This is an optimization exercise on Yosys and OpenROAD, whose aim is small area, a short achievable clock period and few clock cycles, not a production implementation. For this run, only the layout was checked, not whether the RTL still works. Power and IR drop assume default switching activity.

==> design.v <==
module top(
    input             clk,
    input             rst,
    input             read_n,
    input             start_in,
    input             valid_input,
    input      [7:0]  r_addr,
    input      [7:0]  X_load,
    output            ry,
    output     [8:0]  data_out,
    output            finish
);
  reg [1:0] ph;
  always @(posedge clk or negedge rst)
    if (!rst) ph <= 2'd0;
    else      ph <= ph + 2'd1;
  wire [1:0] col_head = 2'd0 - ph;    
  wire [1:0] col_sel  = 2'd2 - ph;    
  reg       loading;
  reg [4:0] cnt;
  reg [1:0] jslot;
  reg       fin_r;
  reg       vr;
  reg [4:0] ir;
  reg [7:0] xr;
  always @(posedge clk or negedge rst)
    if (!rst) begin
      loading <= 1'b0;
      cnt     <= 5'd0;
      jslot   <= 2'd3;
      fin_r   <= 1'b0;
      vr      <= 1'b0;
      ir      <= 5'd0;
    end else begin
      fin_r <= valid_input & loading & (cnt == 5'd31);
      vr    <= valid_input & loading;
      ir    <= cnt;
      if (start_in) begin
        loading <= 1'b1;
        cnt     <= 5'd0;
        jslot   <= jslot + 2'd1;
      end else if (valid_input & loading) begin
        cnt <= cnt + 5'd1;
        if (cnt == 5'd31) loading <= 1'b0;
      end
    end
  always @(posedge clk) xr <= X_load;
  reg [7:0] xb0, xb1, xb2, xb3;
  reg [2:0] kb0, kb1, kb2, kb3;
  reg [1:0] tg0, tg1, tg2, tg3;
  reg [3:0] pend;
  wire [3:0] ld = {4{vr}} & (4'b0001 << ir[1:0]);
  wire [3:0] sl = 4'b0001 << col_sel;
  always @(posedge clk) begin
    if (ld[0]) begin xb0 <= xr; kb0 <= ir[4:2]; tg0 <= jslot; end
    if (ld[1]) begin xb1 <= xr; kb1 <= ir[4:2]; tg1 <= jslot; end
    if (ld[2]) begin xb2 <= xr; kb2 <= ir[4:2]; tg2 <= jslot; end
    if (ld[3]) begin xb3 <= xr; kb3 <= ir[4:2]; tg3 <= jslot; end
  end
  always @(posedge clk or negedge rst)
    if (!rst) pend <= 4'd0;
    else      pend <= ld | (pend & ~sl);
  reg [7:0] xs;
  reg [2:0] ks;
  reg [1:0] ts;
  reg       vs;
  always @(posedge clk) begin
    case (col_sel)
      2'd0: begin xs <= xb0; ks <= kb0; ts <= tg0; end
      2'd1: begin xs <= xb1; ks <= kb1; ts <= tg1; end
      2'd2: begin xs <= xb2; ks <= kb2; ts <= tg2; end
      default: begin xs <= xb3; ks <= kb3; ts <= tg3; end
    endcase
  end
  always @(posedge clk or negedge rst)
    if (!rst) vs <= 1'b0;
    else      vs <= |(pend & sl);
  function [6:0] coef;
    input [1:0] c;
    input [2:0] k;
    begin
      case ({c, k})
        5'd0:  coef = 7'b1100011;
        5'd1:  coef = 7'b1000000;
        5'd2:  coef = 7'b0110110;
        5'd3:  coef = 7'b1001110;
        5'd4:  coef = 7'b1101101;
        5'd5:  coef = 7'b1010101;
        5'd6:  coef = 7'b1000011;
        5'd7:  coef = 7'b0100110;
        5'd8:  coef = 7'b1011010;
        5'd9:  coef = 7'b0110000;
        5'd10: coef = 7'b1001000;
        5'd11: coef = 7'b1110001;
        5'd12: coef = 7'b1101011;
        5'd13: coef = 7'b1110011;
        5'd14: coef = 7'b1111000;
        5'd15: coef = 7'b1101000;
        5'd16: coef = 7'b0000000;
        5'd17: coef = 7'b0000000;
        5'd18: coef = 7'b0001011;
        5'd19: coef = 7'b0100001;
        5'd20: coef = 7'b0000010;
        5'd21: coef = 7'b0110110;
        5'd22: coef = 7'b0101011;
        5'd23: coef = 7'b1000101;
        5'd24: coef = 7'b1110110;
        5'd25: coef = 7'b0100110;
        5'd26: coef = 7'b0101011;
        5'd27: coef = 7'b1101110;
        5'd28: coef = 7'b0101011;
        5'd29: coef = 7'b0010001;
        5'd30: coef = 7'b1000000;
        default: coef = 7'b1101101;
      endcase
    end
  endfunction
  reg [14:0] p0, p1, p2, p3;
  reg        fm;
  reg        vm;
  reg [1:0]  tm;
  reg [3:0]  wr;
  reg [1:0]  msel;
  wire [5:0] pred_nx;
  always @(posedge clk) begin
    p0 <= coef(2'd0, ks) * xs;
    p1 <= coef(2'd1, ks) * xs;
    p2 <= coef(2'd2, ks) * xs;
    p3 <= coef(2'd3, ks) * xs;
    fm <= (ks == 3'd0);
  end
  always @(posedge clk or negedge rst)
    if (!rst) begin
      vm   <= 1'b0;
      tm   <= 2'd0;
      wr   <= 4'd0;
      msel <= 2'd0;
    end else begin
      vm   <= vs;
      tm   <= ts;
      wr   <= {4{vs}} & (4'b0001 << ts);
      msel <= vs ? ts : pred_nx[5:4];
    end
  wire [17:0] head0, head1, head3;
  wire [15:0] head2;
  wire [17:0] sum0 = (fm ? 18'd0 : head0) + {3'd0, p0};
  wire [17:0] sum1 = (fm ? 18'd0 : head1) + {3'd0, p1};
  wire [15:0] sum2 = (fm ? 16'd0 : head2) + {1'd0, p2};
  wire [17:0] sum3 = (fm ? 18'd0 : head3) + {3'd0, p3};
  ring_row #(.W(18)) u_row0 (.clk(clk), .wr(wr), .sel(msel), .sum(sum0), .head(head0));
  ring_row #(.W(18)) u_row1 (.clk(clk), .wr(wr), .sel(msel), .sum(sum1), .head(head1));
  ring_row #(.W(16)) u_row2 (.clk(clk), .wr(wr), .sel(msel), .sum(sum2), .head(head2));
  ring_row #(.W(18)) u_row3 (.clk(clk), .wr(wr), .sel(msel), .sum(sum3), .head(head3));
  localparam S_IDLE = 2'd0, S_B0 = 2'd1, S_B1 = 2'd2, S_WAIT = 2'd3;
  reg [1:0]  st;
  reg [5:0]  pred;
  reg        pfv;
  reg        ry_r;
  reg [8:0]  do_r;
  reg [17:0] pf;
  reg [17:0] cap;
  always @(*) begin
    case (pred[3:2])
      2'd0: cap = head0;
      2'd1: cap = head1;
      2'd2: cap = {2'd0, head2};
      default: cap = head3;
    endcase
  end
  wire [1:0] pn = pred[5:4];
  wire busy_pred = ((loading | vr) & (jslot == pn)) |
                   (pend[0] & (tg0 == pn)) | (pend[1] & (tg1 == pn)) |
                   (pend[2] & (tg2 == pn)) | (pend[3] & (tg3 == pn)) |
                   (vs & (ts == pn)) | (vm & (tm == pn));
  wire cap_now = ~pfv & (col_head == pred[1:0]) & ~busy_pred & ~vm;
  wire req     = ~read_n;
  wire hit     = (r_addr[5:0] == pred) & (pfv | cap_now);
  assign pred_nx = (st == S_IDLE && req) ? r_addr[5:0] :
                   (st == S_B0)          ? pred + 6'd1 : pred;
  always @(posedge clk or negedge rst)
    if (!rst) begin
      st   <= S_IDLE;
      pred <= 6'd0;
      pfv  <= 1'b0;
      ry_r <= 1'b0;
    end else begin
      pred <= pred_nx;
      case (st)
        S_IDLE: begin
          ry_r <= req & hit;
          if (req) st <= hit ? S_B0 : S_WAIT;
        end
        S_WAIT: begin
          ry_r <= cap_now;
          if (cap_now) st <= S_B0;
        end
        S_B0: begin
          ry_r <= 1'b1;
          st   <= S_B1;
        end
        default: begin
          ry_r <= 1'b0;
          st   <= S_IDLE;
        end
      endcase
      if (busy_pred || (st == S_IDLE && req) || st == S_B0) pfv <= 1'b0;
      else if (cap_now)                                       pfv <= 1'b1;
    end
  always @(posedge clk) begin
    if (cap_now) pf <= cap;
    case (st)
      S_IDLE:  do_r <= pfv ? pf[8:0] : cap[8:0];
      S_WAIT:  do_r <= cap[8:0];
      S_B0:    do_r <= pf[17:9];
      default: do_r <= do_r;
    endcase
  end
  assign ry       = ry_r;
  assign data_out = do_r;
  assign finish   = fin_r;
endmodule
module ring_row #(parameter W = 18) (
    input              clk,
    input      [3:0]   wr,
    input      [1:0]   sel,
    input      [W-1:0] sum,
    output reg [W-1:0] head
);
  reg [W-1:0] a0, a1, a2, a3;
  reg [W-1:0] b0, b1, b2, b3;
  reg [W-1:0] c0, c1, c2, c3;
  reg [W-1:0] d0, d1, d2, d3;
  always @(posedge clk) begin
    a0 <= a1; a1 <= a2; a2 <= a3; a3 <= wr[0] ? sum : a0;
    b0 <= b1; b1 <= b2; b2 <= b3; b3 <= wr[1] ? sum : b0;
    c0 <= c1; c1 <= c2; c2 <= c3; c3 <= wr[2] ? sum : c0;
    d0 <= d1; d1 <= d2; d2 <= d3; d3 <= wr[3] ? sum : d0;
  end
  always @(*) begin
    case (sel)
      2'd0: head = a0;
      2'd1: head = b0;
      2'd2: head = c0;
      default: head = d0;
    endcase
  end
endmodule
==> run.sh <==
#!/bin/bash
# synth_recipe.tcl (not shown) runs the flow's synth.tcl, then flattens the netlist and writes it again
# the make line also repeats each setting of config.mk as NAME=value (left out here)
make -C /OpenROAD-flow-scripts/flow DESIGN_CONFIG=/design/flow/config.mk WORK_HOME=/design/flow/orfs CLKGATE_MAP_FILE= SYNTH_SCRIPT=/design/flow/synth_recipe.tcl finish
==> config.mk <==
export PLATFORM = sky130hd
export DESIGN_NAME = top
export DESIGN_NICKNAME = top
export VERILOG_FILES = /design/flow/design.v
export SDC_FILE = /design/flow/constraint.sdc
export NUM_CORES = 4
export LEC_CHECK = 0
export CAP_MARGIN = 20
export CORE_MARGIN = 2
export CORE_UTILIZATION = 40
export SLEW_MARGIN = 20
==> constraint.sdc <==
create_clock -name core_clock -period 8.0 [get_ports {clk}]
set_input_delay 1.6000 -clock core_clock [delete_from_list [all_inputs] [get_ports {clk}]]
set_output_delay 1.6000 -clock core_clock [all_outputs]
set_load 0.01 [all_outputs]
==> run_results.csv <==
group,metric,value,unit
timing,fin_worst_skew,0.0256,ns
clocking,tritoncts,"yes",
finish,area_growth,13.9,%
synthesis,synth_edf_count,79,
synthesis,synthArstFlopShare,3.09,%
detailed_routing,drtAntennaViolNets,0,
setup_path,r2r_slack,2.48,ns
clocking,cts_sinks,1329,
synthesis,seq_area_frac_synth,61.7,%
detailed_routing,wl_per_cell,17.7,um
timing,tns,0,ns
synthesis,synth_top_area_cell,"dfxtp_1",
clocking,clock_latency,0.71,ns
synthesis,synthCells,3386,
timing,period_needed,5.52,ns
finish,most-common-layout-cells,"dfxtp_1 (1208), ha_1 (214), mux2_2 (206)",
clocking,ctsResizeCount,0,
detailed_routing,drtPass1Iterations,5,
timing,setup_viol,0,
clocking,hold_buffers,0,
synthesis,syn_area,44800,um^2
floorplanning,core_area,111000,um^2
floorplanning,start_util,40.4,%
clocking,cts_root_buffer,"clkbuf_16",
detailed_routing,first_iter_violations,1330,
timing,hold_violations,0,
floorplanning,dieHeight,339,um
detailed_routing,routed_via_density,4.72,
global_routing,antenna_found_initial,3,
setup_path,crit_type,"reg2reg",
setup_path,critPathLaunchType,"flip-flop",
floorplanning,dieArea,115000,um^2
pwr,ir_worst_vdd,195,uV
timing,relSlewSlack,33.2,%
synthesis,synth_flop_cell,"dfxtp_1",
setup_path,cp-startpoint,"ks[2]",
clocking,cts_buffers,121,
pwr,power-per-cell-area,358,nW/um^2
synthesis,syn-num-nets,3734,
finish,drive_gt1_share,15.4,%
global_routing,grt_usage,15.8,%
placement,post_dp_cell_area,46700,um^2
synthesis,synthTopCellsByArea,"dfxtp_1 (54%), ha_1 (6.0%), edfxtp_1 (5.3%)",
placement,dp_hpwl,59000,um
placement,post-place-cells,4821,
clocking,clockBufferDepth,3,
setup_path,endpoint_kind,"flip-flop",
timing,timing.fmax,181,MHz
clocking,post_cts.repair.setup_buffers,0,
synthesis,ys_ff_latch,1329,
detailed_routing,dr_total_vias,23800,
setup_path,worstPathArrival,6.16,ns
global_routing,grt_pass1_wl,140000,um
hold_path,hold_start,"u_row3.a3[15]",
finish,num-nets-final,3804,
timing,worst-slew-pin-transition,1.00,ns
setup_path,r2r_start,"ks[2]",
global_routing,overflow,0,
floorplanning,boundaryPins,32,
finish,final_cells,5053,
clocking,cts-htree-levels,3,
detailed_routing,drc,0,
timing,post-route-period-util,69.0,%
setup_path,worstPathMaxFanout,20,
pwr,leakage,21.7,nW
placement,gp_congestion,0.808,
timing,maxSlewViolCount,0,
setup_path,critPathRequiredTime,8.64,ns
finish,final_area,51000,um^2
synthesis,synth_top_area_share,54.1,%
global_routing,first_global_vias,24300,
run_status,status,"no timing/DRC/antenna violations",
clocking,clk_pin_slew,0.06,ns
placement,io_buffers,29,
global_routing,grt_max_degree,49,
detailed_routing,wl,89500,um
job,max_cap_viol_count,0,
hold_path,hold_path.class,"reg2reg",
floorplanning,num_rows,122,
finish,layout_commonest_cell,"dfxtp_1",
timing,rsz0062_at_grt,"false",
synthesis,syn_avg_cell_area,13.2,um^2
synthesis,ys_types,67,
synthesis,yosys_warnings,3,
floorplanning,die_width,339,um
## final timing paths
check | to | cells after the start
hold / removal | u_row3.a2[15] | 0
max in group asynchronous | wr[3] | 1
setup reg to reg | p3[14] | 15
hold reg to reg | u_row3.a2[15] | 0
setup / recovery | p3[14] | 15
min in group asynchronous | pred[1] | 1
## per-layer routing
| metal | global-route usage [%] | share of wire (%) | routed length [um] | vias up |
|---|---|---|---|---|
| li1 | - | - | - | 11700 |
| met1 | 22.8 | 50 | 44800 | 11700 |
| met2 | 24.0 | 43 | 38500 | 372 |
| met3 | 2.90 | 4.3 | 3880 | 128 |
| met4 | 4.82 | 2.5 | 2230 | 0 |
| met5 | 0 | 0 | 0 | - |
## worst max-delay path, cell delays in order, from the launching register on
cell     delay [ns]
dfxtp_1        0.79
nand2_1        0.38
a21oi_1        0.55
nand2_1        0.16
fa_1           0.58
fa_1           0.43
fa_1           0.45
fa_1           0.49
inv_1          0.04
ha_1           0.32
nor2b_1        0.15
nor2_1         0.15
o21ai_0        0.18
a41o_1         0.30
o41ai_1        0.31
xnor2_1        0.16
## per-stage QoR
step	hold slack (ns)	utilization (%)	worst slack [ns]	total power [mW]
floorplan	0.310	-	3.34	11.3
global placement	0.310	42.2	2.30	12.4
detailed placement	0.312	42.2	2.27	12.5
CTS	0.318	46.0	2.26	18.5
global route	0.320	46.0	2.04	19.2
finish	0.314	46.0	2.48	18.3
## cell families (layout without fill, tap and decap cells)
family	count (synthesis)	after routing	synth area share (%)
buf+inv	267	443	2.28
mux	305	305	9.77
fa+ha+maj	327	327	11.0
flops	1329	1329	61.7
compound gates	384	384	5.51
other cells	0	3	0
simple gates	645	645	7.22
xor+xnor	129	129	2.54
## where the power goes
| group | total [mW] | internal, mW | switching (mW) |
|---|---|---|---|
| Combinational | 2.89 | 1.22 | 1.67 |
| Clock | 5.93 | 3.48 | 2.45 |
| Sequential | 9.44 | 8.76 | 0.686 |
| Total | 18.3 | 13.5 | 4.81 |
## Yosys cell counts (all sizes together) (11+ instances only)
| library cell | number |
|---|---|
| dfxtp | 1209 |
| ha | 215 |
| mux2 | 206 |
| nor2 | 172 |
| inv | 158 |
| a21oi | 143 |
| nand2 | 138 |
| nor2b | 113 |
| fa | 112 |
| and2 | 103 |
| xnor2 | 95 |
| clkbuf | 91 |
| mux4 | 85 |
| edfxtp | 79 |
| o21ai | 67 |
| dfrtp | 39 |
| xor2 | 34 |
| a21o | 33 |
| nand3 | 32 |
| nand2b | 26 |
| a22oi | 25 |
| and3 | 19 |
| buf | 17 |
| mux2i | 14 |
| a211oi | 12 |
| a222oi | 12 |
| o211ai | 12 |
| o21a | 12 |
| o2bb2ai | 12 |
| nor3 | 11 |
| o31ai | 11 |
## layout make-up
class	count	area [um^2]
Fill cell	9895	59900
Clock inverter	52	639
Antenna cell	3	7.51
Clock buffer	177	3580
Timing Repair Buffer	55	493
Tap cell	1488	1860
Sequential cell	1329	27600
Multi-Input combinational cell	1790	16200
Inverter	159	597

## separate check: timing with driven ports
Ports are ideal in the flow. The routed layout listed here was re-timed in OpenROAD.
Step 1 (the two cells are an assumption about what drives the block):
set clk [get_ports {clk}]
set_driving_cell -lib_cell sky130_fd_sc_hd__clkbuf_16 $clk
set_driving_cell -lib_cell sky130_fd_sc_hd__buf_2 [delete_from_list [all_inputs] $clk]
Step 2 times the ports against the registers' clock, not the clock port: input delays grow and output delays shrink by t, the midpoint of the rising clock arrivals with the driver on.
a / b / c = ideal ports / drivers / drivers and shift; a / b = the first two.
shift t [ns]: 0.770
setup WS [ns]: 2.479 / 2.479 / 2.479
pins driven straight from the clock port: 1
After both steps setup and hold are still met in this run. The setup slack of this run moves by 0.000 ns with the drivers and by 0.000 ns with both steps.
